Source: an optimization exercise on an open RTL-to-GDS flow (aim: small area and a short achievable clock period). Production flows keep margins and buffers that such runs may drop. Only simulation tests tie the RTL to the original design; equivalence was not proved. Power figures rest on the tool's default switching activity, not on a simulated workload.

==> design/flow/design.v <==
module CPU(
    clk,
    rst_n,
    data_read,
    instruction,
    data_wen,
    data_addr,
    inst_addr,
    data_write
);
    input clk;
    input rst_n;
    input [31:0] instruction;
    input [31:0] data_read;
    output data_wen;
    output [31:0] data_addr;
    output [31:0] inst_addr;
    output reg [31:0] data_write;
    localparam OP_R    = 6'b000000;
    localparam OP_J    = 6'b000010;
    localparam OP_BEQ  = 6'b000100;
    localparam OP_ADDI = 6'b001000;
    localparam OP_LW   = 6'b100011;
    localparam OP_SW   = 6'b101011;
    localparam FN_ADD  = 6'b100000;
    localparam FN_SLT  = 6'b101010;
    reg [31:0] pc;
    reg        started;    
    reg [5:0]  d_opf;      
    reg [5:0]  d_fnf;      
    reg [25:6] d_mid;      
    wire [31:0] d_ins = {d_opf, d_mid, d_fnf};
    reg        d_nz;       
    reg [3:0]  d_rs_lo, d_rt_lo;
    reg [7:0]  d_rs_hi, d_rt_hi;
    reg [31:0] e_a;        
    reg [31:0] e_y;        
    reg [31:0] e_sd;       
    reg        e_sum, e_slt, e_sub, e_j;
    reg [4:0]  e_dst;
    reg        e_wa, e_lw, e_sw;
    reg [31:0] alu;        
    reg [4:0]  m_dst;
    reg        m_wa, m_lw, m_sw;
    reg [31:0] rf [0:31];
    reg [31:0] rf_ok;
    reg [31:0] rf_hz;      
    wire        m_we   = m_wa | m_lw;
    wire [31:0] wd     = m_lw ? data_read : alu;
    wire        wd_hz  = m_lw ? (data_read[31:1] == 31'd0) : (alu[31:1] == 31'd0);
    wire [31:0] row_we = {31'd0, m_we} << m_dst;
    integer k;
    always @(posedge clk) begin
        for (k = 0; k < 32; k = k + 1)
            if (row_we[k]) begin
                rf[k]    <= wd;
                rf_hz[k] <= wd_hz;
            end
    end
    always @(posedge clk or negedge rst_n) begin
        if (!rst_n) rf_ok <= 32'd0;
        else rf_ok <= rf_ok | row_we;
    end
    wire [5:0]  d_op = d_ins[31:26];
    wire [5:0]  d_fn = d_ins[5:0];
    wire [4:0]  d_rs = d_ins[25:21];
    wire [4:0]  d_rt = d_ins[20:16];
    wire [4:0]  d_rd = d_ins[15:11];
    reg  [31:0] rs_v, rt_v;
    reg         rt_nhz;    
    integer r;
    always @(*) begin
        rs_v = 32'd0;
        rt_v = 32'd0;
        rt_nhz = 1'b0;
        for (r = 0; r < 32; r = r + 1) begin
            rs_v = rs_v | (rf[r] & {32{d_rs_lo[r % 4] & d_rs_hi[r / 4] & rf_ok[r]}});
            rt_v = rt_v | (rf[r] & {32{d_rt_lo[r % 4] & d_rt_hi[r / 4] & rf_ok[r]}});
            rt_nhz = rt_nhz | (~rf_hz[r] & d_rt_lo[r % 4] & d_rt_hi[r / 4] & rf_ok[r]);
        end
    end
    wire [31:0] rs_f = (m_we && m_dst == d_rs) ? wd : rs_v;
    wire [31:0] rt_f = (m_we && m_dst == d_rt) ? wd : rt_v;
    wire d_isr   = d_op == OP_R;
    wire d_isadd = d_isr && d_fn == FN_ADD;
    wire d_isslt = d_isr && d_fn == FN_SLT;
    wire d_isbeq = d_op == OP_BEQ;
    wire d_isimm = d_op == OP_ADDI || d_op == OP_LW || d_op == OP_SW;
    wire d_isj   = d_op == OP_J;
    always @(posedge clk or negedge rst_n) begin
        if (!rst_n) begin
            e_sum <= 1'b0; e_slt <= 1'b0; e_sub <= 1'b0; e_j <= 1'b0;
            e_wa <= 1'b0; e_lw <= 1'b0; e_sw <= 1'b0; e_dst <= 5'd0;
        end else begin
            e_sum <= d_isadd | d_isimm | d_isbeq;
            e_slt <= d_isslt;
            e_sub <= d_isslt | d_isbeq;
            e_j   <= d_isj;
            e_wa  <= (d_isr && d_nz) || d_op == OP_ADDI;
            e_lw  <= d_op == OP_LW;
            e_sw  <= d_op == OP_SW;
            e_dst <= d_isr ? d_rd : d_rt;
        end
    end
    always @(posedge clk) begin
        e_a    <= rs_f;
        e_y    <= d_isimm ? {{16{d_ins[15]}}, d_ins[15:0]}
                : d_isj   ? {6'd0, d_ins[25:0]}
                          : ((d_isslt | d_isbeq) ? ~rt_f : rt_f);
        e_sd   <= rt_v;
    end
    wire [31:0] sum = e_a + e_y + {31'd0, e_sub};
    wire [31:0] e_b = ~e_y;
    wire        lt  = (e_a[31] ^ e_b[31]) ? e_a[31] : (e_a[30:0] < e_b[30:0]);
    always @(posedge clk or negedge rst_n) begin
        if (!rst_n) begin
            alu <= 32'd0;
            m_dst <= 5'd0; m_wa <= 1'b0; m_lw <= 1'b0; m_sw <= 1'b0;
        end else begin
            if (e_sum)      alu <= sum;
            else if (e_slt) alu <= {31'd0, lt};
            else if (e_j)   alu <= {2'b00, pc[31:28], e_y[25:0]};
            m_dst <= e_dst; m_wa <= e_wa; m_lw <= e_lw; m_sw <= e_sw;
        end
    end
    always @(posedge clk) data_write <= e_sd;
    assign data_addr = alu;
    assign data_wen  = m_sw;
    assign inst_addr = pc;
    wire take = d_isbeq & e_slt & ~rt_nhz & (rt_v[0] == lt);
    always @(posedge clk) begin
        d_mid <= instruction[25:6];
        d_rs_lo <= 4'd1 << instruction[22:21];
        d_rs_hi <= 8'd1 << instruction[25:23];
        d_rt_lo <= 4'd1 << instruction[17:16];
        d_rt_hi <= 8'd1 << instruction[20:18];
    end
    reg  [31:0] pc_c;
    integer b, s;
    always @(*) begin
        pc_c = pc;
        for (s = 1; s < 32; s = s * 2)
            for (b = 31; b >= s; b = b - 1)
                pc_c[b] = pc_c[b] & pc_c[b-s];
    end
    wire [31:0] pc_inc = pc ^ {pc_c[30:0], 1'b1};
    wire [31:0] pc_br  = pc + {{16{d_ins[15]}}, d_ins[15:0]};
    always @(posedge clk or negedge rst_n) begin
        if (!rst_n) begin
            pc <= 32'd0;
            started <= 1'b0;
            d_opf <= 6'd0;
            d_fnf <= 6'd0;
            d_nz  <= 1'b0;
        end else begin
            started <= 1'b1;
            d_opf <= instruction[31:26];
            d_fnf <= instruction[5:0];
            d_nz  <= |instruction;
            if (instruction[31:26] == OP_J)
                pc <= {2'b00, pc[31:28], instruction[25:0]};
            else if (take)
                pc <= pc_br;
            else if (started)
                pc <= pc_inc;
        end
    end
endmodule
==> design/flow/flow/run.sh <==
#!/bin/bash
set -euo pipefail
bash standard.sh SETUP_SLACK_MARGIN=8.5 \
  "CTS_ARGS=-sink_clustering_enable -repair_clock_nets -sink_clustering_size 25 -sink_clustering_max_diameter 60 -dont_use_dummy_load" \
  "BUFFER_PORTS_ARGS=-buffer_cell sky130_fd_sc_hd__buf_2" \
  finish > standard_flow.log 2>&1
==> design/flow/standard.sh <==
#!/bin/bash
# synth_recipe.tcl (not shown) runs the flow's synth.tcl, then flattens the netlist and writes it again
# the make line also repeats each setting of config.mk as NAME=value (left out here)
make -C /OpenROAD-flow-scripts/flow DESIGN_CONFIG=/design/flow/config.mk WORK_HOME=/design/flow/orfs CLKGATE_MAP_FILE= SYNTH_SCRIPT=/design/flow/synth_recipe.tcl "${@:-finish}"
==> design/flow/config.mk <==
export PLATFORM = sky130hd
export DESIGN_NAME = CPU
export DESIGN_NICKNAME = CPU
export VERILOG_FILES = /design/flow/design.v
export SDC_FILE = /design/flow/constraint.sdc
export NUM_CORES = 8
export LEC_CHECK = 0
export CAP_MARGIN = 30
export CORE_MARGIN = 2
export CORE_UTILIZATION = 60
export CTS_CLUSTER_DIAMETER = 60
export CTS_CLUSTER_SIZE = 25
export PLACE_DENSITY = 0.7
export SLEW_MARGIN = 30
==> design/flow/constraint.sdc <==
create_clock -name core_clock -period 12.0 [get_ports {clk}]
set_input_delay 2.4000 -clock core_clock [delete_from_list [all_inputs] [get_ports {clk}]]
set_output_delay 2.4000 -clock core_clock [all_outputs]
set_load 0.01 [all_outputs]
==> impl_results.md, run 1 <==
- Status: finished clean
- Clock transition at path regs: 0.09 ns
- CP required: 9.60 ns
- Psw: 2.523 mW
- Largest net degree at the start of global routing: 71
- Post-layout util: 66.78%
- Tot Pwr: 9.722 mW
- Post-Synthesis Cells: 4334
- FF+latch count, synth: 1358
- Worst-Skew Late Latency: 0.74 ns
- H-tree depth: 3
- Dpl ws: 7.452 ns
- Post-Syn Nets: 4466
- Clock power share: 30.3%
- Final slew viol count: 0
- Nets: 4607
- Worst hold-check path type: reg2reg
- TritonCTS clock tree: built
- RSZ-0062 raised after global routing: true
- Worst slew margin: 18.38%
- Worst setup margin: 8.320 ns
- Site Rows: 114
- PortBufs: 162
- Core Box Area: 0.09657 mm^2
- Seq/Total Area, Yosys: 65.69%
- Fin crit share: 30.67%
- Slew @ Worst Pin: 1.215 ns
- I/O pins: 163
- Setup violations, final: 0
- Reg-to-reg slack, setup: 8.40 ns
- Cell with the largest stage delay on the worst path: dfrtp_1
- Clk sink count: 1358
- Syn avg cell area: 13.49 um^2
- Seq pwr share: 56.2%
- Max Cap Viol: 0
- Worst Path Max Fanout: 2
- Die Y: 316.2 um
- CP Capture Type: primary output
- Antenna violations before repair: 17
- FFs w/ async S/R, synth: 9.573%
- Post-Synthesis Cell Area: 0.05846 mm^2
- Vias in the first global route: 44.43k
- CTS Buf Count: 94
- Starting density of the core: 60.54%
- Gp weighted congestion: 0.9900
- Worst hold start: e_sd[20]$_DFF_P_
- Synth unique cells: 78
- First-pass GRT wire length: 356.8 mm
- DRC violations left: 0
- Grt ovf: 0
- Vias per std cell: 8.581
- Total wire length: 268.9 mm
- Area share of the largest cell type after synthesis: 54.24%
- Primary FF master, synth: edfxtp_1
- Via count: 49.43k
- GRT Total Usage: 52.67%
- Crit path DAT: 1.28 ns
- CTS root buf: clkbuf_16
- Worst Skew: 0.07656 ns
- Critical path origin: alu[2]$_DFFE_PN0P_
- Die width: 316.2 um
- Post-synth EDFFs: 1056
- Logic pwr share: 13.6%
- Worst path max stage delay: 0.42 ns
- Crit path buf inv count: 1
- Post-DP Area: 0.06076 mm^2
- Setup TNS: 0 ns
- Post-synth top area cell: edfxtp_1
- Reg2Reg Launch Point: d_rt_lo[2]$_SDFF_PN0_
- Pwr dens: 150.8 mW/mm^2
- Area Growth Syn to Fin: 10.30%
- Yosys warns: 2
- Switching Share: 25.95%
- Critical-path cell list: buf_2
- Design area: 0.06449 mm^2
- CP Launch Type: flip-flop
- Routed len/inst: 46.68 um
- Worst-case clock buffer depth: 3
- Critical path class: reg2out
- P_int: 7.199 mW
- Fin. Hold Viols: 0
- Max Fclk: 271.7 MHz
- Share of cells above drive strength 1: 16.30%
- DRT iter0 DRCs: 13.42k
- Crit-path leading delay family: flip-flops
- Drt pass-1 iters: 9
- DP Wirelength: 142.6 mm
- Leakage power: 22.47 nW
- Top cells by area, synth: edfxtp_1 (54%), a22oi_1 (7.4%), dfxtp_1 (5.9%)
- Final antenna-violating net count: 0
- Maximum vdd ir drop: 0.1501 mV
- Full die area: 0.09995 mm^2
- Post-route minimum period: 3.680 ns
[cells by family (layout without fill, tap and decap cells)]
family                   after synthesis  after routing  share of synthesized area [%]
flip-flops                          1358           1358                          65.69
AO/OA/AOI/OAI                       1345           1347                          17.41
AND/OR/NAND/NOR                      949            954                          8.922
buffers and inverters                376            508                          2.602
XOR/XNOR                             121            121                          1.813
multiplexers                         118            118                          2.099
adder cells (fa/ha/maj)               66             66                          1.451
other                                  1             12                       0.006414
[synth_stat cells (7+ instances only)]
library cell	count
a211oi_1	10
a21o_1	21
a21oi_1	123
a221oi_1	195
a22o_1	200
a22oi_1	578
a311oi_1	7
a31oi_1	12
and2_1	8
and3_1	79
buf_1	51
buf_2	37
clkbuf_1	229
dfrtp_1	130
dfxtp_1	172
edfxtp_1	1056
ha_1	63
inv_1	52
mux2_2	37
mux2i_1	81
nand2_1	103
nand2b_1	10
nand3_1	99
nand4_1	271
nor2_1	145
nor2b_1	23
nor3_1	63
nor3b_1	8
nor4_1	33
o2111a_1	24
o2111ai_1	9
o21a_1	8
o21ai_0	72
o21ai_1	9
o22ai_1	40
or2_2	40
or3_1	18
or4_1	26
xnor2_1	88
xor2_1	33
[what timing repair did]
action,CTS,global route
endpoints found under the setup margin,171,146
buffers inserted,68,18
pin swaps,6,7
hold buffers,0,0
gates cloned,3,4
resized for setup,85,53
[metrics by stage]
stage | instances | hold WS, ns
2_1_floorplan | 4334 | 0.3096
3_3_place_gp | 5557 | 0.3103
3_5_place_dp | 5557 | 0.3128
4_1_cts | 5722 | 0.3136
5_1_grt | 5750 | 0.3213
6_report | 5760 | 0.3080
[cell type report]
class	instances	area [um^2]
Inverter	52	195.2
Multi-Input combinational cell	2607	19180
Antenna cell	11	27.53
Timing Repair Buffer	362	2668
Clock buffer	94	2352
Tap cell	1276	1597
Sequential cell	1358	38470
Fill cell	6919	32080
[power groups by stage]
stage	combinational [mW]	sequential [mW]	clock, mW
finish	1.32	5.46	2.94
global route	1.38	5.46	3.07
CTS	1.23	5.45	2.90
detailed placement	1.03	5.59	0
global placement	1.01	5.59	0
floorplan	0.636	5.55	0
[state kept, by name (all words and copies together), names as in the netlist, 8 cells and up]
name / flops
rf_ok: 32
e_a: 32
d_rs_hi: 8
rf: 1024
e_y: 32
alu: 32
rf_hz: 32
d_mid: 20
e_sd: 32
pc: 32
d_rt_hi: 8
data_write: 32
[final timing paths]
path / end / cells past startpoint
setup / recovery: data_addr[2] / 1
hold / removal: data_write[20]$_DFF_P_ / 0
setup reg to reg: e_y[20]$_DFF_P_ / 11
hold reg to reg: data_write[20]$_DFF_P_ / 0
max in group asynchronous: e_j$_DFF_PN0_ / 2
min in group asynchronous: rf_ok[18]$_DFF_PN0_ / 1
[layer usage]
| metal | track usage (%) | up-vias | routed length, um |
|---|---|---|---|
| met5 | 0 | - | 103 |
| met4 | 37.83 | 10 | 27640 |
| met3 | 26.99 | 1887 | 52760 |
| met2 | 69.59 | 6175 | 103200 |
| met1 | 66.33 | 23400 | 85170 |
| li1 | - | 17953 | - |
[cells in the final DEF (no fill, tap or decap), types with 21 or more instances in the layout]
cell,netlist,final
edfxtp_1,1056,1056
a22oi_1,578,578
nand4_1,271,271
a22o_1,200,200
a221oi_1,195,194
buf_4,1,189
dfxtp_1,172,153
a21oi_1,123,122
buf_2,37,119
nor2_1,145,111
dfrtp_1,130,104
nand2_1,103,102
nand3_1,99,96
clkbuf_16,0,94
xnor2_1,88,88
mux2i_1,81,81
o21ai_0,72,66
ha_1,63,63
and3_2,0,58
inv_1,52,52
nor3_1,63,50
buf_6,2,50
or2_2,40,40
o22ai_1,40,39
mux2_2,37,37
nor4_1,33,33
xor2_1,33,33
nor2_4,0,33
dfrtp_2,0,26
o2111a_1,24,24
nor2b_1,23,23
a21o_1,21,21
==> run 2: changes to the inputs <==
--- a/design/flow/config.mk
+++ b/design/flow/config.mk
@@ -7,8 +7,8 @@
 export LEC_CHECK = 0
 export CAP_MARGIN = 30
 export CORE_MARGIN = 2
-export CORE_UTILIZATION = 60
+export CORE_UTILIZATION = 65
 export CTS_CLUSTER_DIAMETER = 60
 export CTS_CLUSTER_SIZE = 25
-export PLACE_DENSITY = 0.7
+export PLACE_DENSITY = 0.75
 export SLEW_MARGIN = 30
==> run 2 against run 1 <==
Net effect:
- hold slack better by 0.018 ns
- cell area decreased by 0.18%
- power shrank 0.28%
- die area down 7.6%
- synthesized area did not move
- core utilization increased by 5.7 points
- non-clock buffer count down 4
- via count up 1.4%
- critical path depth is the same
- clock skew decreased by 0.0083 ns
- critical endpoint is now data_addr[19]
==> impl_results.md, run 2 <==
- DRT iter0 DRCs: 13.89k (was 13.42k)
- Critical path class: reg2out (unchanged)
- Drt pass-1 iters: 16 (was 9)
- Final slew viol count: 0 (unchanged)
- CTS Buf Count: 94 (unchanged)
- Fin cells: 5652 (was 5760)
- GRT Total Usage: 56.15% (was 52.67%)
- R2R cell count: 10 (was 11)
- Die Y: 303.9 um (was 316.2 um)
- Final antenna-violating net count: 0 (unchanged)
- Antenna violations before repair: 16 (was 17)
- Worst hold-check path type: reg2reg (unchanged)
- Primary FF master, synth: edfxtp_1 (unchanged)
- CTS root buf: clkbuf_16 (unchanged)
- Largest net degree at the start of global routing: 74 (was 71)
- Total wire length: 265.7 mm (was 268.9 mm)
- DP Wirelength: 141.8 mm (was 142.6 mm)
- Worst-case clock buffer depth: 3 (unchanged)
- Area Growth Syn to Fin: 10.10% (was 10.30%)
- Register area: 0.03848 mm^2 (was 0.03847 mm^2)
- Worst hold start: e_dst[4]$_DFF_PN0_ (was e_sd[20]$_DFF_P_)
- CP Launch Type: flip-flop (unchanged)
- Setup TNS: 0 ns (unchanged)
- Cell with the largest stage delay on the worst path: dfrtp_1 (unchanged)
- Worst Path Max Fanout: 4 (was 2)
- PortBufs: 162 (unchanged)
- I/O pins: 163 (unchanged)
- Die width: 303.9 um (was 316.2 um)
- H-tree depth: 3 (unchanged)
- Pwr dens: 150.6 mW/mm^2 (was 150.8 mW/mm^2)
- Seq/Total Area, Yosys: 65.69% (unchanged)
- Full die area: 0.09236 mm^2 (was 0.09995 mm^2)
- Synthesized-area fraction occupied by adder cells: 1.451% (unchanged)
- FF+latch count, synth: 1358 (unchanged)
- TritonCTS clock tree: built (unchanged)
- Multi-input gate area: 0.01909 mm^2 (was 0.01918 mm^2)
- Leakage power: 22.46 nW (was 22.47 nW)
- Hold path depth: 0 (unchanged)
- Max Fclk: 270.7 MHz (was 271.7 MHz)
- Crit-path leading delay family: flip-flops (unchanged)
- Worst path max stage delay: 0.43 ns (was 0.42 ns)
- Post-synth EDFFs: 1056 (unchanged)
- Max Cap Viol: 0 (unchanged)
- Site Rows: 109 (was 114)
- Simple-gate portion of the synthesized area: 8.922% (unchanged)
- Worst Skew: 0.06825 ns (was 0.07656 ns)
- Maximum vdd ir drop: 0.1600 mV (was 0.1501 mV)
- Clock transition at path regs: 0.09 ns (about the same)
- Reg-to-reg slack, setup: 8.31 ns (was 8.40 ns)
- Grt ovf: 0 (unchanged)
- Routed len/inst: 47.01 um (was 46.68 um)
- Post-Synthesis Cells: 4334 (unchanged)
- CP Capture Type: primary output (unchanged)
- FFs w/ async S/R, synth: 9.573% (unchanged)
- Post-Syn Nets: 4466 (unchanged)
- Core Box Area: 0.08878 mm^2 (was 0.09657 mm^2)
- Most frequent cells in the layout: edfxtp_1 (1056), a22oi_1 (578), nand4_1 (271) (unchanged)
- Share of cells above drive strength 1: 16.17% (was 16.30%)
- Top cells by area, synth: edfxtp_1 (54%), a22oi_1 (7.4%), dfxtp_1 (5.9%) (unchanged)
- RSZ-0062 raised after global routing: true (unchanged)
- Count leader, synth: edfxtp_1 (unchanged)
- Post-Synthesis Cell Area: 0.05846 mm^2 (unchanged)
- First-pass GRT wire length: 356.9 mm (was 356.8 mm)
- Fin crit share: 30.79% (was 30.67%)
- Post-route minimum period: 3.694 ns (was 3.680 ns)
- Crit path buf inv count: 1 (unchanged)
- Starting density of the core: 65.85% (was 60.54%)
- Synth Area in XOR/XNOR: 1.813% (unchanged)
- Post-synth top area cell: edfxtp_1 (unchanged)
- Mux contribution to synthesized area: 2.099% (unchanged)
- Synth unique cells: 78 (unchanged)
- Status: finished clean (unchanged)
- Fin. Hold Viols: 0 (unchanged)
- Vias per std cell: 8.870 (was 8.581)
- Setup violations, final: 0 (unchanged)
- Nets: 4599 (was 4607)
- Clk sink count: 1358 (unchanged)
- Worst slew margin: 20.50% (was 18.38%)
- Slew @ Worst Pin: 1.193 ns (was 1.215 ns)
- Largest family of logic cells by synthesized area: compound AO/OA/AOI/OAI gates (unchanged)
- Dpl cells: 5446 (was 5557)
- Syn avg cell area: 13.49 um^2 (unchanged)
- Critical-path cell list: buf_2 (unchanged)
- Max FFs per register: 1024 (unchanged)
- WHS Endpoint: m_dst[4]$_DFF_PN0_ (was data_write[20]$_DFF_P_)
- Hold_buf cts: 0 (unchanged)
- Most common cell after layout, fill and taps aside: edfxtp_1 (unchanged)
- Reg2Reg Launch Point: d_rt_hi[4]$_SDFF_PN0_ (was d_rt_lo[2]$_SDFF_PN0_)
- List of most frequent post-synthesis cells: edfxtp_1 (1056), a22oi_1 (578), nand4_1 (271) (unchanged)
- Biggest register: rf (unchanged)
- CP required: 9.60 ns (about the same)
- Fillers: 5794 (was 6919)
- Via count: 50.13k (was 49.43k)
- Reg-to-reg endpoint: e_y[17]$_DFF_P_ (was e_y[20]$_DFF_P_)
- Gp weighted congestion: 1.072 (was 0.9900)
- Crit path DAT: 1.29 ns (was 1.28 ns)
- DRC violations left: 0 (unchanged)
- Worst path depth: 1 (unchanged)
- Worst-Skew Late Latency: 0.75 ns (was 0.74 ns)
- Area share of the largest cell type after synthesis: 54.24% (unchanged)
- Vias in the first global route: 45.05k (was 44.43k)
- Yosys warns: 2 (unchanged)
- Area fraction in compound gates after synthesis: 17.41% (unchanged)
[run 2: worst max-delay path by stage]
stage / start / end
2_1_floorplan: instruction[30] / pc[26]$_DFFE_PN0P_
3_3_place_gp: data_read[30] / rf_hz[21]$_DFFE_PP_
3_5_place_dp: instruction[30] / pc[1]$_DFFE_PN0P_
4_1_cts: alu[19]$_DFFE_PN0P_ / data_addr[19]
5_1_grt: alu[19]$_DFFE_PN0P_ / data_addr[19]
6_report: alu[19]$_DFFE_PN0P_ / data_addr[19]
[run 2: layer usage]
layer	global-route usage [%]	part of all wire [%]	vias up
li1	-	-	17941
met5	1.240	0.15	-
met4	41.52	11	25
met3	32.43	21	2115
met2	73.24	38	6626
met1	68.45	30	23424
[run 2: power breakdown]
group	switching [mW]	internal [mW]	total (mW)	leakage, nW
registers	0.124	5.34	5.46	12.8
clock network	1.54	1.38	2.92	1.16
logic	0.836	0.473	1.31	8.55
[run 2: what timing repair did]
action,4_1_cts,5_1_grt
gates cloned,3,0
endpoints found under the setup margin,175,157
resized for setup,91,55
buffers inserted,68,15
pin swaps,5,2
[run 2: logic make-up after synthesis]
group | after synthesis
AOI/OAI and AO/OA | 1345
and+or+nand+nor | 949
muxes | 118
xor gates and xnor gates | 121
adders and majority gates | 66
DFF | 1358
buffers and inverters | 376
other | 1
[run 2: area by class of cell]
cell class / count / share of cell area (%)
repair buffers: 358 / 4.249
multi-input cells: 2603 / 29.66
flip-flops and latches: 1358 / 59.78
inverters: 52 / 0.3032
diodes: 22 / 0.08553
well taps: 1165 / 2.265
clock buffers: 94 / 3.654
[run 2: stage by stage]
| step | power, mW | setup WS, ns | hold WS [ns] | util (%) | cell area, um^2 |
|---|---|---|---|---|---|
| after floorplan | 6.183 | 8.346 | 0.3096 | - | 58530 |
| after global placement | 6.598 | 7.483 | 0.3107 | 68.25 | 60590 |
| after detailed placement | 6.616 | 7.438 | 0.3121 | 68.28 | 60620 |
| after CTS | 9.540 | 8.316 | 0.3234 | 71.92 | 63850 |
| after global routing | 9.859 | 8.283 | 0.3294 | 72.44 | 64320 |
| final | 9.694 | 8.306 | 0.3264 | 72.50 | 64370 |
==> run 3: changes to the inputs <==
==> design/flow/flow/run.sh (replaced) <==
#!/bin/bash
set -euo pipefail
bash standard.sh SETUP_SLACK_MARGIN=8.6 \
  "CTS_ARGS=-sink_clustering_enable -repair_clock_nets -sink_clustering_size 25 -sink_clustering_max_diameter 60 -dont_use_dummy_load" \
  "BUFFER_PORTS_ARGS=-buffer_cell sky130_fd_sc_hd__buf_2" \
  finish > standard_flow.log 2>&1
--- a/design/flow/config.mk
+++ b/design/flow/config.mk
@@ -7,8 +7,8 @@
 export LEC_CHECK = 0
 export CAP_MARGIN = 30
 export CORE_MARGIN = 2
-export CORE_UTILIZATION = 65
+export CORE_UTILIZATION = 60
 export CTS_CLUSTER_DIAMETER = 60
 export CTS_CLUSTER_SIZE = 25
-export PLACE_DENSITY = 0.75
+export PLACE_DENSITY = 0.7
 export SLEW_MARGIN = 30
==> run 3 against run 2 <==
Net effect:
- maximum frequency down 0.77%
- die area up 8.2%
- setup slack worse by 0.029 ns
- power up 1.6%
- cell area up 0.88%
- core utilization down 5.3 points
- via count down 0.47%
==> impl_results.md, run 3 <==
- Status: finished clean (unchanged)
- Slew @ Worst Pin: 1.162 ns (was 1.193 ns)
- Reg-to-reg slack, setup: 8.45 ns (was 8.31 ns)
- GRT Total Usage: 53.06% (was 56.15%)
- FF+latch count, synth: 1358 (unchanged)
- Area Growth Syn to Fin: 11.07% (was 10.10%)
- CTS Buf Count: 101 (was 94)
- P_int: 7.298 mW (was 7.192 mW)
- DP Wirelength: 144.4 mm (was 141.8 mm)
- Max FFs per register: 1024 (unchanged)
- List of most frequent post-synthesis cells: edfxtp_1 (1056), a22oi_1 (578), nand4_1 (271) (unchanged)
- Setup violations, final: 0 (unchanged)
- Reg2Reg Launch Point: rf_ok[13]$_DFF_PN0_ (was d_rt_hi[4]$_SDFF_PN0_)
- Logic pwr share: 13.6% (was 13.5%)
- Die width: 316.2 um (was 303.9 um)
- Leakage power: 22.61 nW (was 22.46 nW)
- Syn avg cell area: 13.49 um^2 (unchanged)
- CTS root buf: clkbuf_16 (unchanged)
- Worst setup margin: 8.277 ns (was 8.306 ns)
- Hold path depth: 0 (unchanged)
- Cell with the largest stage delay on the worst path: dfrtp_1 (unchanged)
- Fillers: 6904 (was 5794)
- CP Capture Type: primary output (unchanged)
- Seq pwr share: 55.5% (was 56.4%)
- Crit-path leading delay family: flip-flops (unchanged)
- Crit path DAT: 1.32 ns (was 1.29 ns)
- Largest family of logic cells by synthesized area: compound AO/OA/AOI/OAI gates (unchanged)
- Final antenna-violating net count: 0 (unchanged)
- CP Launch Type: flip-flop (unchanged)
- Clock power share: 31.0% (was 30.1%)
- Most frequent cells in the layout: edfxtp_1 (1056), a22oi_1 (578), nand4_1 (271) (unchanged)
- Fin. Hold Viols: 0 (unchanged)
- Synthesized-area fraction occupied by adder cells: 1.451% (unchanged)
- Dpl ws: 7.465 ns (was 7.438 ns)
- Post-Synthesis Cells: 4334 (unchanged)
- Pwr dens: 151.7 mW/mm^2 (was 150.6 mW/mm^2)
- H-tree depth: 3 (unchanged)
- WHS Endpoint: data_write[9]$_DFF_P_ (was m_dst[4]$_DFF_PN0_)
- Worst path max stage delay: 0.43 ns (about the same)
- Mux contribution to synthesized area: 2.099% (unchanged)
- Area fraction in compound gates after synthesis: 17.41% (unchanged)
- Vias per std cell: 8.640 (was 8.870)
- FFs w/ async S/R, synth: 9.573% (unchanged)
- Share of cells above drive strength 1: 16.89% (was 16.17%)
- RSZ-0062 raised after global routing: true (unchanged)
- Post-route minimum period: 3.723 ns (was 3.694 ns)
- Simple-gate portion of the synthesized area: 8.922% (unchanged)
- Core Box Area: 0.09657 mm^2 (was 0.08878 mm^2)
- Psw: 2.554 mW (was 2.502 mW)
- Most common cell after layout, fill and taps aside: edfxtp_1 (unchanged)
- Switching Share: 25.92% (was 25.81%)
- Worst path depth: 1 (unchanged)
- Biggest register: rf (unchanged)
- Vias in the first global route: 44.70k (was 45.05k)
- Worst Skew: 0.09489 ns (was 0.06825 ns)
- Via count: 49.89k (was 50.13k)
- Drt pass-1 iters: 13 (was 16)
- Full die area: 0.09995 mm^2 (was 0.09236 mm^2)
- Post-Synthesis Cell Area: 0.05846 mm^2 (unchanged)
- Clock transition at path regs: 0.10 ns (was 0.09 ns)
- I/O pins: 163 (unchanged)
- Fin crit share: 31.02% (was 30.79%)
- Total wire length: 272.7 mm (was 265.7 mm)
- Synth unique cells: 78 (unchanged)
- Nets: 4617 (was 4599)
- TritonCTS clock tree: built (unchanged)
- Site Rows: 114 (was 109)
- Largest net degree at the start of global routing: 68 (was 74)
- Clk sink count: 1358 (unchanged)
- Area share of the largest cell type after synthesis: 54.24% (unchanged)
- Synth Area in XOR/XNOR: 1.813% (unchanged)
- Antenna violations before repair: 12 (was 16)
- Maximum vdd ir drop: 0.1598 mV (was 0.1600 mV)
- Routed len/inst: 47.22 um (was 47.01 um)
- Max Cap Viol: 0 (unchanged)
- Die Y: 316.2 um (was 303.9 um)
- R2R cell count: 9 (was 10)
- DRT iter0 DRCs: 12.87k (was 13.89k)
- Reg-to-reg endpoint: e_y[8]$_DFF_P_ (was e_y[17]$_DFF_P_)
- Setup TNS: 0 ns (unchanged)
- Worst hold-check path type: reg2reg (unchanged)
- Max Fclk: 268.6 MHz (was 270.7 MHz)
- Grt ovf: 0 (unchanged)
- Gp weighted congestion: 1.035 (was 1.072)
- Post-synth top area cell: edfxtp_1 (unchanged)
- Hold_buf cts: 0 (unchanged)
- PortBufs: 162 (unchanged)
- Post-synth EDFFs: 1056 (unchanged)
- Worst hold start: e_sd[9]$_DFF_P_ (was e_dst[4]$_DFF_PN0_)
- Final slew viol count: 0 (unchanged)
- Critical path class: reg2out (unchanged)
- Primary FF master, synth: edfxtp_1 (unchanged)
- Worst-case clock buffer depth: 3 (unchanged)
- Post-Syn Nets: 4466 (unchanged)
- CP required: 9.60 ns (about the same)
- Crit path buf inv count: 1 (unchanged)
- Worst slew margin: 22.53% (was 20.50%)
- Worst Path Max Fanout: 2 (was 4)
- Count leader, synth: edfxtp_1 (unchanged)
- Top cells by area, synth: edfxtp_1 (54%), a22oi_1 (7.4%), dfxtp_1 (5.9%) (unchanged)
- Seq/Total Area, Yosys: 65.69% (unchanged)
- First-pass GRT wire length: 360.1 mm (was 356.9 mm)
- Critical-path cell list: buf_2 (unchanged)
- Starting density of the core: 60.54% (was 65.85%)
- Worst-Skew Late Latency: 0.75 ns (about the same)
- Yosys warns: 2 (unchanged)
- DRC violations left: 0 (unchanged)
## run 3: cell counts after synthesis
Identical to the previous run, type by type.
## run 3: metal layers
layer | GRT usage [%] | wire length (um) | vias to the layer above
met2 | 68.94 | 103400 | 6263
li1 | - | - | 17986
met1 | 66.51 | 85920 | 23689
met5 | 0.5208 | 418 | -
met3 | 27.78 | 53490 | 1935
met4 | 40.32 | 29400 | 21
## run 3: power by group through the flow
stage / Combinational (mW) / Sequential [mW] / Clock [mW]
after global placement: 1.02 / 5.59 / 0
after floorplan: 0.641 / 5.55 / 0
final: 1.34 / 5.46 / 3.05
after global routing: 1.40 / 5.46 / 3.17
after detailed placement: 1.04 / 5.59 / 0
after CTS: 1.24 / 5.45 / 3.01
## run 3: logic make-up after synthesis
kind of cell | count (synthesis)
xor gates and xnor gates | 121
other | 1
AOI/OAI and AO/OA | 1345
buffers and inverters | 376
and+or+nand+nor | 949
muxes | 118
DFF | 1358
adders and majority gates | 66
## run 3: cell type report
class	count	area (um^2)	share of cell area (%)
flip-flops and latches	1358	38480	59.27
multi-input cells	2608	19310	29.74
repair buffers	364	2779	4.280
clock buffers	101	2527	3.892
well taps	1276	1597	2.459
inverters	52	195.2	0.3006
diodes	16	40.04	0.06166
## run 3: worst max path at each step
stage,endpoint,startpoint,slack [ns]
floorplan,pc[26]$_DFFE_PN0P_,instruction[30],8.35
global placement,pc[1]$_DFFE_PN0P_,instruction[30],7.51
detailed placement,pc[1]$_DFFE_PN0P_,instruction[30],7.47
CTS,data_addr[1],alu[1]$_DFFE_PN0P_,8.28
global route,data_addr[1],alu[1]$_DFFE_PN0P_,8.26
finish,data_addr[1],alu[1]$_DFFE_PN0P_,8.28
## run 3: timing repair
| action | 4_1_cts | 5_1_grt |
|---|---|---|
| hold endpoints to repair | 0 | 0 |
| resized for setup | 107 | 73 |
| gates cloned | 4 | 4 |
| pin swaps | 7 | 8 |
| setup endpoints to repair | 227 | 194 |
| buffers inserted | 69 | 18 |
## run 3: stage by stage
stage / instances / hold slack, ns / utilization (%) / cell area [um^2] / power [mW]
CTS: 5733 / 0.3034 / 66.63 / 64340 / 9.707
detailed placement: 5559 / 0.3121 / 63.04 / 60870 / 6.627
global placement: 5557 / 0.3111 / 62.99 / 60830 / 6.612
finish: 5775 / 0.3091 / 67.24 / 64930 / 9.851
global route: 5761 / 0.3201 / 67.21 / 64900 / 10.03
floorplan: 4334 / 0.3096 / - / 58620 / 6.188
==> run 4: changes to the inputs <==
--- a/design/flow/design.v
+++ b/design/flow/design.v
@@ -31,8 +31,7 @@
     reg [25:6] d_mid;      
     wire [31:0] d_ins = {d_opf, d_mid, d_fnf};
     reg        d_nz;       
-    reg [3:0]  d_rs_lo, d_rt_lo;
-    reg [7:0]  d_rs_hi, d_rt_hi;
+    reg [31:0] d_rs_sel, d_rt_sel;
     reg [31:0] e_a;        
     reg [31:0] e_y;        
     reg [31:0] e_sd;       
@@ -40,6 +39,7 @@
     reg [4:0]  e_dst;
     reg        e_wa, e_lw, e_sw;
     reg [31:0] alu;        
+    reg        alu_hz;     
     reg [4:0]  m_dst;
     reg        m_wa, m_lw, m_sw;
     reg [31:0] rf [0:31];
@@ -47,7 +47,7 @@
     reg [31:0] rf_hz;      
     wire        m_we   = m_wa | m_lw;
     wire [31:0] wd     = m_lw ? data_read : alu;
-    wire        wd_hz  = m_lw ? (data_read[31:1] == 31'd0) : (alu[31:1] == 31'd0);
+    wire        wd_hz  = m_lw ? (data_read[31:1] == 31'd0) : alu_hz;
     wire [31:0] row_we = {31'd0, m_we} << m_dst;
     integer k;
     always @(posedge clk) begin
@@ -74,9 +74,9 @@
         rt_v = 32'd0;
         rt_nhz = 1'b0;
         for (r = 0; r < 32; r = r + 1) begin
-            rs_v = rs_v | (rf[r] & {32{d_rs_lo[r % 4] & d_rs_hi[r / 4] & rf_ok[r]}});
-            rt_v = rt_v | (rf[r] & {32{d_rt_lo[r % 4] & d_rt_hi[r / 4] & rf_ok[r]}});
-            rt_nhz = rt_nhz | (~rf_hz[r] & d_rt_lo[r % 4] & d_rt_hi[r / 4] & rf_ok[r]);
+            rs_v = rs_v | (rf[r] & {32{d_rs_sel[r]}});
+            rt_v = rt_v | (rf[r] & {32{d_rt_sel[r]}});
+            rt_nhz = rt_nhz | (~rf_hz[r] & d_rt_sel[r]);
         end
     end
     wire [31:0] rs_f = (m_we && m_dst == d_rs) ? wd : rs_v;
@@ -115,11 +115,19 @@
     always @(posedge clk or negedge rst_n) begin
         if (!rst_n) begin
             alu <= 32'd0;
+            alu_hz <= 1'b1;
             m_dst <= 5'd0; m_wa <= 1'b0; m_lw <= 1'b0; m_sw <= 1'b0;
         end else begin
-            if (e_sum)      alu <= sum;
-            else if (e_slt) alu <= {31'd0, lt};
-            else if (e_j)   alu <= {2'b00, pc[31:28], e_y[25:0]};
+            if (e_sum) begin
+                alu    <= sum;
+                alu_hz <= sum[31:1] == 31'd0;
+            end else if (e_slt) begin
+                alu    <= {31'd0, lt};
+                alu_hz <= 1'b1;
+            end else if (e_j) begin
+                alu    <= {2'b00, pc[31:28], e_y[25:0]};
+                alu_hz <= {pc[31:28], e_y[25:1]} == 29'd0;
+            end
             m_dst <= e_dst; m_wa <= e_wa; m_lw <= e_lw; m_sw <= e_sw;
         end
     end
@@ -130,10 +138,8 @@
     wire take = d_isbeq & e_slt & ~rt_nhz & (rt_v[0] == lt);
     always @(posedge clk) begin
         d_mid <= instruction[25:6];
-        d_rs_lo <= 4'd1 << instruction[22:21];
-        d_rs_hi <= 8'd1 << instruction[25:23];
-        d_rt_lo <= 4'd1 << instruction[17:16];
-        d_rt_hi <= 8'd1 << instruction[20:18];
+        d_rs_sel <= (32'd1 << instruction[25:21]) & (rf_ok | row_we);
+        d_rt_sel <= (32'd1 << instruction[20:16]) & (rf_ok | row_we);
     end
     reg  [31:0] pc_c;
     integer b, s;
==> design/flow/flow/run.sh (replaced) <==
#!/bin/bash
set -euo pipefail
bash standard.sh SETUP_SLACK_MARGIN=8.5 \
  "CTS_ARGS=-sink_clustering_enable -repair_clock_nets -sink_clustering_size 25 -sink_clustering_max_diameter 60 -dont_use_dummy_load" \
  finish > standard_flow.log 2>&1
==> design/flow/config.mk (replaced) <==
export PLATFORM = sky130hd
export DESIGN_NAME = CPU
export DESIGN_NICKNAME = CPU
export VERILOG_FILES = /design/flow/design.v
export SDC_FILE = /design/flow/constraint.sdc
export NUM_CORES = 8
export LEC_CHECK = 0
export CAP_MARGIN = 20
export CORE_MARGIN = 2
export CORE_UTILIZATION = 50
export CTS_CLUSTER_DIAMETER = 60
export CTS_CLUSTER_SIZE = 25
export PLACE_DENSITY = 0.6
export SLEW_MARGIN = 20
==> run 4 against run 3 <==
Net effect:
- register-to-register slack worse by 0.12 ns
- maximum frequency is 0.37% higher
- sequential cell count is 41 higher
- still clean
- first-iteration DRC count is 9.3% lower
- largest power group unchanged
- largest cell class unchanged
- critical endpoint is now inst_addr[22]
==> impl_results.md, run 4 <==
- Status: finished clean (unchanged)
- Synth unique cells: 84 (was 78)
- Worst setup margin: 8.291 ns (was 8.277 ns)
- List of most frequent post-synthesis cells: edfxtp_1 (1056), a22oi_1 (769), clkbuf_1 (237) (was edfxtp_1 (1056), a22oi_1 (578), nand4_1 (271))
- Max Fclk: 269.6 MHz (was 268.6 MHz)
- GRT Total Usage: 44.93% (was 53.06%)
- Post-Synthesis Cells: 4459 (was 4334)
- Seq pwr share: 54.6% (was 55.5%)
- Worst Path Max Fanout: 3 (was 2)
- Most common cell after layout, fill and taps aside: edfxtp_1 (unchanged)
- Nets: 4826 (was 4617)
- Syn avg cell area: 13.28 um^2 (was 13.49 um^2)
- Setup violations, final: 0 (unchanged)
- Max FFs per register: 1024 (unchanged)
- CTS Buf Count: 111 (was 101)
- Dpl ws: 6.935 ns (was 7.465 ns)
- Vias per std cell: 7.950 (was 8.640)
- Worst-case clock buffer depth: 3 (unchanged)
- Critical path origin: pc[22]$_DFFE_PN0P_ (was alu[1]$_DFFE_PN0P_)
- Post-synth EDFFs: 1056 (unchanged)
- Clk sink count: 1399 (was 1358)
- Worst hold-check path type: reg2reg (unchanged)
- Via count: 49.65k (was 49.89k)
- CP Capture Type: primary output (unchanged)
- Worst Skew: 0.08502 ns (was 0.09489 ns)
- CP endpoint: inst_addr[22] (was data_addr[1])
- FFs w/ async S/R, synth: 9.364% (was 9.573%)
- CTS root buf: clkbuf_16 (unchanged)
- Vias in the first global route: 45.52k (was 44.70k)
- Worst slew margin: 15.66% (was 22.53%)
- TritonCTS clock tree: built (unchanged)
- CP Launch Type: flip-flop (unchanged)
- First-pass GRT wire length: 373.4 mm (was 360.1 mm)
- Primary FF master, synth: edfxtp_1 (unchanged)
- Full die area: 0.1212 mm^2 (was 0.09995 mm^2)
- Area share of the largest cell type after synthesis: 53.56% (was 54.24%)
- Max Cap Viol: 0 (unchanged)
- Post-layout util: 57.14% (was 67.24%)
- Most frequent cells in the layout: edfxtp_1 (1056), a22oi_1 (769), buf_4 (217) (was edfxtp_1 (1056), a22oi_1 (578), nand4_1 (271))
- Post-Synthesis Cell Area: 0.05921 mm^2 (was 0.05846 mm^2)
- Crit path buf inv count: 1 (unchanged)
- Critical-path cell list: buf_2 (unchanged)
- Total wire length: 279.7 mm (was 272.7 mm)
- Share of cells above drive strength 1: 15.22% (was 16.89%)
- Setup TNS: 0 ns (unchanged)
- Worst path max stage delay: 0.42 ns (was 0.43 ns)
- Fin. Hold Viols: 0 (unchanged)
- Top cells by area, synth: edfxtp_1 (54%), a22oi_1 (9.8%), dfxtp_1 (7.2%) (was edfxtp_1 (54%), a22oi_1 (7.4%), dfxtp_1 (5.9%))
- R2R cell count: 12 (was 9)
- Routed len/inst: 44.78 um (was 47.22 um)
- DP Wirelength: 151.9 mm (was 144.4 mm)
- Slew @ Worst Pin: 1.254 ns (was 1.162 ns)
- H-tree depth: 3 (unchanged)
- Critical path class: reg2out (unchanged)
- DRC violations left: 0 (unchanged)
- Crit-path leading delay family: flip-flops (unchanged)
- Cell with the largest stage delay on the worst path: dfrtp_1 (unchanged)
- Worst path depth: 1 (unchanged)
- Crit path DAT: 1.31 ns (was 1.32 ns)
- Clock transition at path regs: 0.08 ns (was 0.10 ns)
- Grt ovf: 0 (unchanged)
- Site Rows: 126 (was 114)
- Count leader, synth: edfxtp_1 (unchanged)
- PortBufs: 162 (unchanged)
- CP required: 9.60 ns (about the same)
- Seq/Total Area, Yosys: 66.27% (was 65.69%)
- Psw: 2.564 mW (was 2.554 mW)
- Leakage power: 22.68 nW (was 22.61 nW)
- Die width: 348.1 um (was 316.2 um)
- Antenna violations before repair: 16 (was 12)
- Clock power share: 32.3% (was 31.0%)
- DRT iter0 DRCs: 11.67k (was 12.87k)
- Starting density of the core: 50.28% (was 60.54%)
- Reg-to-reg slack, setup: 8.33 ns (was 8.45 ns)
- Dpl cells: 6000 (was 5559)
- Fin cells: 6245 (was 5775)
- Logic pwr share: 13.0% (was 13.6%)
- I/O pins: 163 (unchanged)
- Reg2Reg Launch Point: d_rt_sel[17]$_DFF_P_ (was rf_ok[13]$_DFF_PN0_)
- Pwr dens: 150.1 mW/mm^2 (was 151.7 mW/mm^2)
- Hold_ws: 0.2996 ns (was 0.3091 ns)
- Fin crit share: 30.91% (was 31.02%)
- Biggest register: rf (unchanged)
- FF+latch count, synth: 1399 (was 1358)
- RSZ-0062 raised after global routing: true (unchanged)
- Maximum vdd ir drop: 0.1379 mV (was 0.1598 mV)
- Gp weighted congestion: 0.9857 (was 1.035)
- Post-synth top area cell: edfxtp_1 (unchanged)
- Final slew viol count: 0 (unchanged)
- Core Box Area: 0.1178 mm^2 (was 0.09657 mm^2)
- Post-route minimum period: 3.709 ns (was 3.723 ns)
- Die Y: 348.1 um (was 316.2 um)
- Yosys warns: 2 (unchanged)
- P_int: 7.539 mW (was 7.298 mW)
- Worst hold start: e_sd[9]$_DFF_P_ (unchanged)
- Largest net degree at the start of global routing: 81 (was 68)
- Reg-to-reg endpoint: pc[31]$_DFFE_PN0P_ (was e_y[8]$_DFF_P_)
- Worst-Skew Late Latency: 0.75 ns (about the same)
- Drt pass-1 iters: 9 (was 13)
- Switching Share: 25.38% (was 25.92%)
- Area Growth Syn to Fin: 13.66% (was 11.07%)
- Post-Syn Nets: 4591 (was 4466)
- Final antenna-violating net count: 0 (unchanged)
==> run 4: cell types whose count changed after synthesis, moves of 52 or more <==
cell | before | now
nand3_1 | 99 | 183
o21ai_0 | 72 | 127
a22o_1 | 200 | 130
a221oi_1 | 195 | 131
a22oi_1 | 578 | 769
nor2_1 | 145 | 197
and3_1 | 79 | 13
nand4_1 | 271 | 162
==> run 4: logic make-up after synthesis <==
group	share of synthesized area (%)
xor gates and xnor gates	1.553
and+or+nand+nor	8.791
muxes	1.972
AOI/OAI and AO/OA	17.67
adders and majority gates	1.433
other	0.006334
buffers and inverters	2.306
DFF	66.27
==> run 4: final cells by class <==
type	count	area (um^2)
timing repair buffer	400	3413
antenna	17	42.54
timing repair inverter	1	7.507
fill	9435	50470
inverter	76	289.0
multi-input combinational	2705	19470
clock buffer	111	2778
sequential	1399	39380
tap	1536	1922
==> run 4: stage by stage <==
step                area, um^2  total power [mW]
finish                   67300             10.10
global route             67250             10.34
CTS                      66680             10.00
detailed placement       63070             6.738
global placement         63060             6.727
floorplan                59280             6.227
==> run 4: layer usage <==
metal	track usage [%]	vias to the layer above	part of all wire (%)
li1	-	18493	-
met1	55.31	24033	33
met2	63.20	5497	40
met3	21.12	1602	18
met4	29.15	24	8.8
met5	0	-	0.10
==> run 4: how the worst min path moves through the flow <==
stage                             endpoint  depth (start not counted)  slack, ns
global route         data_write[9]$_DFF_P_                          0       0.31
finish               data_write[9]$_DFF_P_                          0       0.30
CTS                  data_write[9]$_DFF_P_                          0       0.30
floorplan            data_write[0]$_DFF_P_                          0       0.31
detailed placement  data_write[27]$_DFF_P_                          0       0.31
global placement    data_write[17]$_DFF_P_                          0       0.31
==> run 4: power groups by stage <==
| stage | sequential, mW | clock [mW] | combinational [mW] |
|---|---|---|---|
| floorplan | 5.63 | 0 | 0.599 |
| global placement | 5.66 | 0 | 1.07 |
| detailed placement | 5.66 | 0 | 1.08 |
| CTS | 5.52 | 3.26 | 1.23 |
| global route | 5.52 | 3.42 | 1.39 |
| finish | 5.52 | 3.27 | 1.32 |
==> run 4: timing repair <==
action                                 CTS  global route
pin swaps                               20            14
setup endpoints to repair              320           250
buffers inserted                        86            26
cloned                                   5             0
hold buffers                             0             0
gates resized for setup                542            71
endpoints found under the hold margin    0             0
==> run 5: changes to the inputs <==
==> design/flow/flow/run.sh (replaced) <==
#!/bin/bash
set -euo pipefail
bash standard.sh SETUP_SLACK_MARGIN=8.7 \
  "CTS_ARGS=-sink_clustering_enable -repair_clock_nets -sink_clustering_size 25 -sink_clustering_max_diameter 60 -dont_use_dummy_load" \
  finish > standard_flow.log 2>&1
==> run 5 against run 4 <==
Net effect:
- power is 0.74% higher
- maximum frequency is 1.0% lower
- still clean on timing, DRC and antenna
- die area stayed put
- synthesized cell count stayed put
- final cell count is 0.59% higher
- cell area is 1.1% higher
- hold slack better by 0.019 ns
- non-clock buffer count is 24 higher
- largest cell class unchanged
- critical endpoint is now inst_addr[28]
- routed wire length is 3.1% higher
- sequential power hardly changed
- combinational power is 4% higher
==> impl_results.md, run 5 <==
- Status: finished clean (unchanged)
- Leakage power: 22.95 nW (was 22.68 nW)
- Worst slew margin: 10.74% (was 15.66%)
- Worst-case clock buffer depth: 3 (unchanged)
- Synth Area in XOR/XNOR: 1.553% (unchanged)
- Area share of the largest cell type after synthesis: 53.56% (unchanged)
- Maximum vdd ir drop: 0.1452 mV (was 0.1379 mV)
- Site Rows: 126 (unchanged)
- Reg-to-reg slack, setup: 8.31 ns (was 8.33 ns)
- Top cells by area, synth: edfxtp_1 (54%), a22oi_1 (9.8%), dfxtp_1 (7.2%) (unchanged)
- List of most frequent post-synthesis cells: edfxtp_1 (1056), a22oi_1 (769), clkbuf_1 (237) (unchanged)
- Reg-to-reg endpoint: pc[31]$_DFFE_PN0P_ (unchanged)
- Logic pwr share: 13.5% (was 13.0%)
- Antenna violations before repair: 30 (was 16)
- Crit path buf inv count: 2 (was 1)
- Crit-path leading delay family: flip-flops (unchanged)
- Critical path origin: pc[28]$_DFFE_PN0P_ (was pc[22]$_DFFE_PN0P_)
- Cell with the largest stage delay on the worst path: dfrtp_2 (was dfrtp_1)
- Most frequent cells in the layout: edfxtp_1 (1056), a22oi_1 (769), buf_4 (207) (was edfxtp_1 (1056), a22oi_1 (769), buf_4 (217))
- Syn avg cell area: 13.28 um^2 (unchanged)
- Routed len/inst: 45.88 um (was 44.78 um)
- PortBufs: 162 (unchanged)
- RSZ-0062 raised after global routing: true (unchanged)
- GRT Total Usage: 46.07% (was 44.93%)
- Vias per std cell: 7.945 (was 7.950)
- Primary FF master, synth: edfxtp_1 (unchanged)
- Largest net degree at the start of global routing: 76 (was 81)
- Synthesized-area fraction occupied by adder cells: 1.433% (unchanged)
- Area Growth Syn to Fin: 14.92% (was 13.66%)
- Reg2Reg Launch Point: d_rt_sel[25]$_DFF_P_ (was d_rt_sel[17]$_DFF_P_)
- Fillers: 9472 (was 9435)
- CTS Buf Count: 112 (was 111)
- Most common cell after layout, fill and taps aside: edfxtp_1 (unchanged)
- Via count: 49.91k (was 49.65k)
- Fin crit share: 31.24% (was 30.91%)
- Vias in the first global route: 46.12k (was 45.52k)
- Pwr dens: 149.6 mW/mm^2 (was 150.1 mW/mm^2)
- Post-Synthesis Cells: 4459 (unchanged)
- CTS root buf: clkbuf_16 (unchanged)
- FF+latch count, synth: 1399 (unchanged)
- Worst hold-check path type: reg2reg (unchanged)
- Mux contribution to synthesized area: 1.972% (unchanged)
- Seq/Total Area, Yosys: 66.27% (unchanged)
- Final antenna-violating net count: 0 (unchanged)
- Share of cells above drive strength 1: 16.86% (was 15.22%)
- Nets: 4862 (was 4826)
- Post-synth EDFFs: 1056 (unchanged)
- Worst path depth: 2 (was 1)
- Clock transition at path regs: 0.09 ns (was 0.08 ns)
- CP endpoint: inst_addr[28] (was inst_addr[22])
- CP required: 9.60 ns (about the same)
- Core Box Area: 0.1178 mm^2 (unchanged)
- Drt pass-1 iters: 8 (was 9)
- Post-route minimum period: 3.748 ns (was 3.709 ns)
- Post-Syn Nets: 4591 (unchanged)
- Max Fclk: 266.8 MHz (was 269.6 MHz)
- Synth unique cells: 84 (unchanged)
- Area fraction in compound gates after synthesis: 17.67% (unchanged)
- Final slew viol count: 0 (unchanged)
- Clock power share: 32.3% (about the same)
- Critical-path cell list: buf_8, buf_6 (was buf_2)
- Worst Path Max Fanout: 2 (was 3)
- Seq pwr share: 54.2% (was 54.6%)
- Psw: 2.614 mW (was 2.564 mW)
- FFs w/ async S/R, synth: 9.364% (unchanged)
- Post-Synthesis Cell Area: 0.05921 mm^2 (unchanged)
- Max FFs per register: 1024 (unchanged)
- DRT iter0 DRCs: 11.36k (was 11.67k)
- Biggest register: rf (unchanged)
- I/O pins: 163 (unchanged)
- CP Capture Type: primary output (unchanged)
- Setup violations, final: 0 (unchanged)
- Post-DP Area: 0.06327 mm^2 (was 0.06307 mm^2)
- Gp weighted congestion: 0.9892 (was 0.9857)
- Largest family of logic cells by synthesized area: compound AO/OA/AOI/OAI gates (unchanged)
- TritonCTS clock tree: built (unchanged)
- Yosys warns: 2 (unchanged)
- P_int: 7.564 mW (was 7.539 mW)
- DRC violations left: 0 (unchanged)
- Total wire length: 288.2 mm (was 279.7 mm)
- Die width: 348.1 um (unchanged)
- Worst Skew: 0.07816 ns (was 0.08502 ns)
- Simple-gate portion of the synthesized area: 8.791% (unchanged)
- H-tree depth: 3 (unchanged)
- R2R cell count: 12 (unchanged)
- Crit path DAT: 1.35 ns (was 1.31 ns)
- DP Wirelength: 155.4 mm (was 151.9 mm)
- CP Launch Type: flip-flop (unchanged)
- Die Y: 348.1 um (unchanged)
- Slew @ Worst Pin: 1.328 ns (was 1.254 ns)
- Setup TNS: 0 ns (unchanged)
- Max Cap Viol: 0 (unchanged)
- Worst path max stage delay: 0.42 ns (about the same)
- Starting density of the core: 50.28% (unchanged)
- Post-synth top area cell: edfxtp_1 (unchanged)
- Grt ovf: 0 (unchanged)
- First-pass GRT wire length: 381.6 mm (was 373.4 mm)
- Fin. Hold Viols: 0 (unchanged)
- Clk sink count: 1399 (unchanged)
- Switching Share: 25.68% (was 25.38%)
- Critical path class: reg2out (unchanged)
- Count leader, synth: edfxtp_1 (unchanged)
- Design area: 0.06804 mm^2 (was 0.06730 mm^2)
- Post-layout util: 57.77% (was 57.14%)
- Full die area: 0.1212 mm^2 (unchanged)
- Worst-Skew Late Latency: 0.75 ns (about the same)
==> run 5: changes by cell type in the layout (fill, tap and decap cells not counted), moves of 12 or more <==
| cell | delta |
|---|---|
| a21oi_1 | -13 |
| dlygate4sd2_1 | +25 |
| o21ai_1 | +12 |
| clkdlybuf4s50_1 | -37 |
| buf_6 | +28 |
| o21ai_0 | -12 |
==> run 5: kinds of logic after synthesis <==
family,after synthesis
DFF,1399
muxes,112
and+or+nand+nor,994
other,1
buffers and inverters,358
AOI/OAI and AO/OA,1424
xor gates and xnor gates,105
adders and majority gates,66
==> run 5: metal layers <==
metal | vias to the layer above | GRT usage [%] | wire, um
met5 | - | 1.120 | 491
met4 | 30 | 28.42 | 24360
met3 | 1616 | 23.13 | 52180
met2 | 5638 | 65.22 | 116600
met1 | 24076 | 55.83 | 94560
li1 | 18549 | - | -
==> run 5: stage by stage <==
stage	hold slack (ns)	total power, mW	std cells	setup WS [ns]
floorplan	0.3096	6.237	4459	8.248
global placement	0.3099	6.740	6004	6.951
detailed placement	0.3128	6.744	6004	6.965
CTS	0.3061	10.07	6235	8.219
global route	0.3042	10.39	6265	8.218
finish	0.3181	10.18	6282	8.252
==> run 5: cell type report <==
| cell class | count | area [um^2] | share of cell area (%) |
|---|---|---|---|
| antenna | 18 | 45.04 | 0.06620 |
| inverter | 76 | 287.8 | 0.4230 |
| sequential | 1399 | 39390 | 57.89 |
| clock buffer | 112 | 2803 | 4.119 |
| multi-input combinational | 2717 | 19830 | 29.14 |
| timing repair buffer | 424 | 3766 | 5.535 |
| tap | 1536 | 1922 | 2.825 |
==> run 5: worst register-to-register path: stages, from the launching register on <==
cell and delay (ns):
dfxtp_2 0.59, buf_4 0.74, a22oi_1 0.21, nand4_1 0.19, nor4_4 0.06, buf_4 0.18
inv_1 0.10, nand2_1 0.09, o311ai_4 0.34, buf_12 0.24, or4b_1 0.51, o221a_1 0.28
nand2_1 0.06
==> run 5: power groups by stage <==
stage | registers [mW] | clock network, mW | logic (mW)
after floorplan | 5.63 | 0 | 0.609
after global placement | 5.65 | 0 | 1.09
after detailed placement | 5.65 | 0 | 1.09
after CTS | 5.52 | 3.27 | 1.28
after global routing | 5.52 | 3.43 | 1.43
final | 5.52 | 3.29 | 1.37
==> run 5: what timing repair did <==
item / in CTS / in global routing
cloned: 14 / 3
pin swaps: 40 / 26
setup buffers: 105 / 25
setup endpoints to repair: 535 / 348
gates resized for setup: 656 / 106
hold buffers: 0 / 0
==> run 5: worst min-delay path by stage <==
stage / from / endpoint / depth (start not counted) / slack [ns]
after floorplan: e_sd[0]$_DFF_P_ / data_write[0]$_DFF_P_ / 0 / 0.31
after global placement: e_sd[7]$_DFF_P_ / data_write[7]$_DFF_P_ / 0 / 0.31
after detailed placement: e_sd[13]$_DFF_P_ / data_write[13]$_DFF_P_ / 0 / 0.31
after CTS: e_sd[5]$_DFF_P_ / data_write[5]$_DFF_P_ / 0 / 0.31
after global routing: e_sd[5]$_DFF_P_ / data_write[5]$_DFF_P_ / 0 / 0.30
final: e_sd[5]$_DFF_P_ / data_write[5]$_DFF_P_ / 0 / 0.32

-- port drivers added, routing unchanged --
How much do the figures lean on ideal ports? The routed layouts below were timed once more, with nothing changed but the port constraints.
Step 1, drivers: a clkbuf_16 drives clk and a buf_2 each remaining input, both assumed.
Step 2 moves the port delays by t, midway between the first and last clock arrival at a register: inputs arrive t later, outputs are due t later. That takes back most of the time a late clock gives input paths.
Slacks: no drivers / after step 1 / after step 2; pairs: no drivers / after step 1.
run | t (ns) | slack for setup (ns) | slew at the worst register clock pin (ns) | worst data-port slew with drivers (ns)
run 1 | 0.773 | 8.320 / 8.243 / 7.889 | 0.10 / 0.10 | 0.05
run 2 | 0.780 | 8.306 / 8.231 / 7.766 | 0.10 / 0.10 | 0.04
run 3 | 0.771 | 8.277 / 8.206 / 7.868 | 0.11 / 0.11 | 0.05
run 4 | 0.782 | 8.291 / 8.216 / 7.691 | 0.09 / 0.09 | 0.07
run 5 | 0.790 | 8.252 / 8.176 / 7.746 | 0.10 / 0.10 | 0.08
After both steps every run listed still meets setup and hold. For run 4, which loses most, drivers alone change the setup slack by -0.075 ns; drivers and shift together by -0.600 ns.
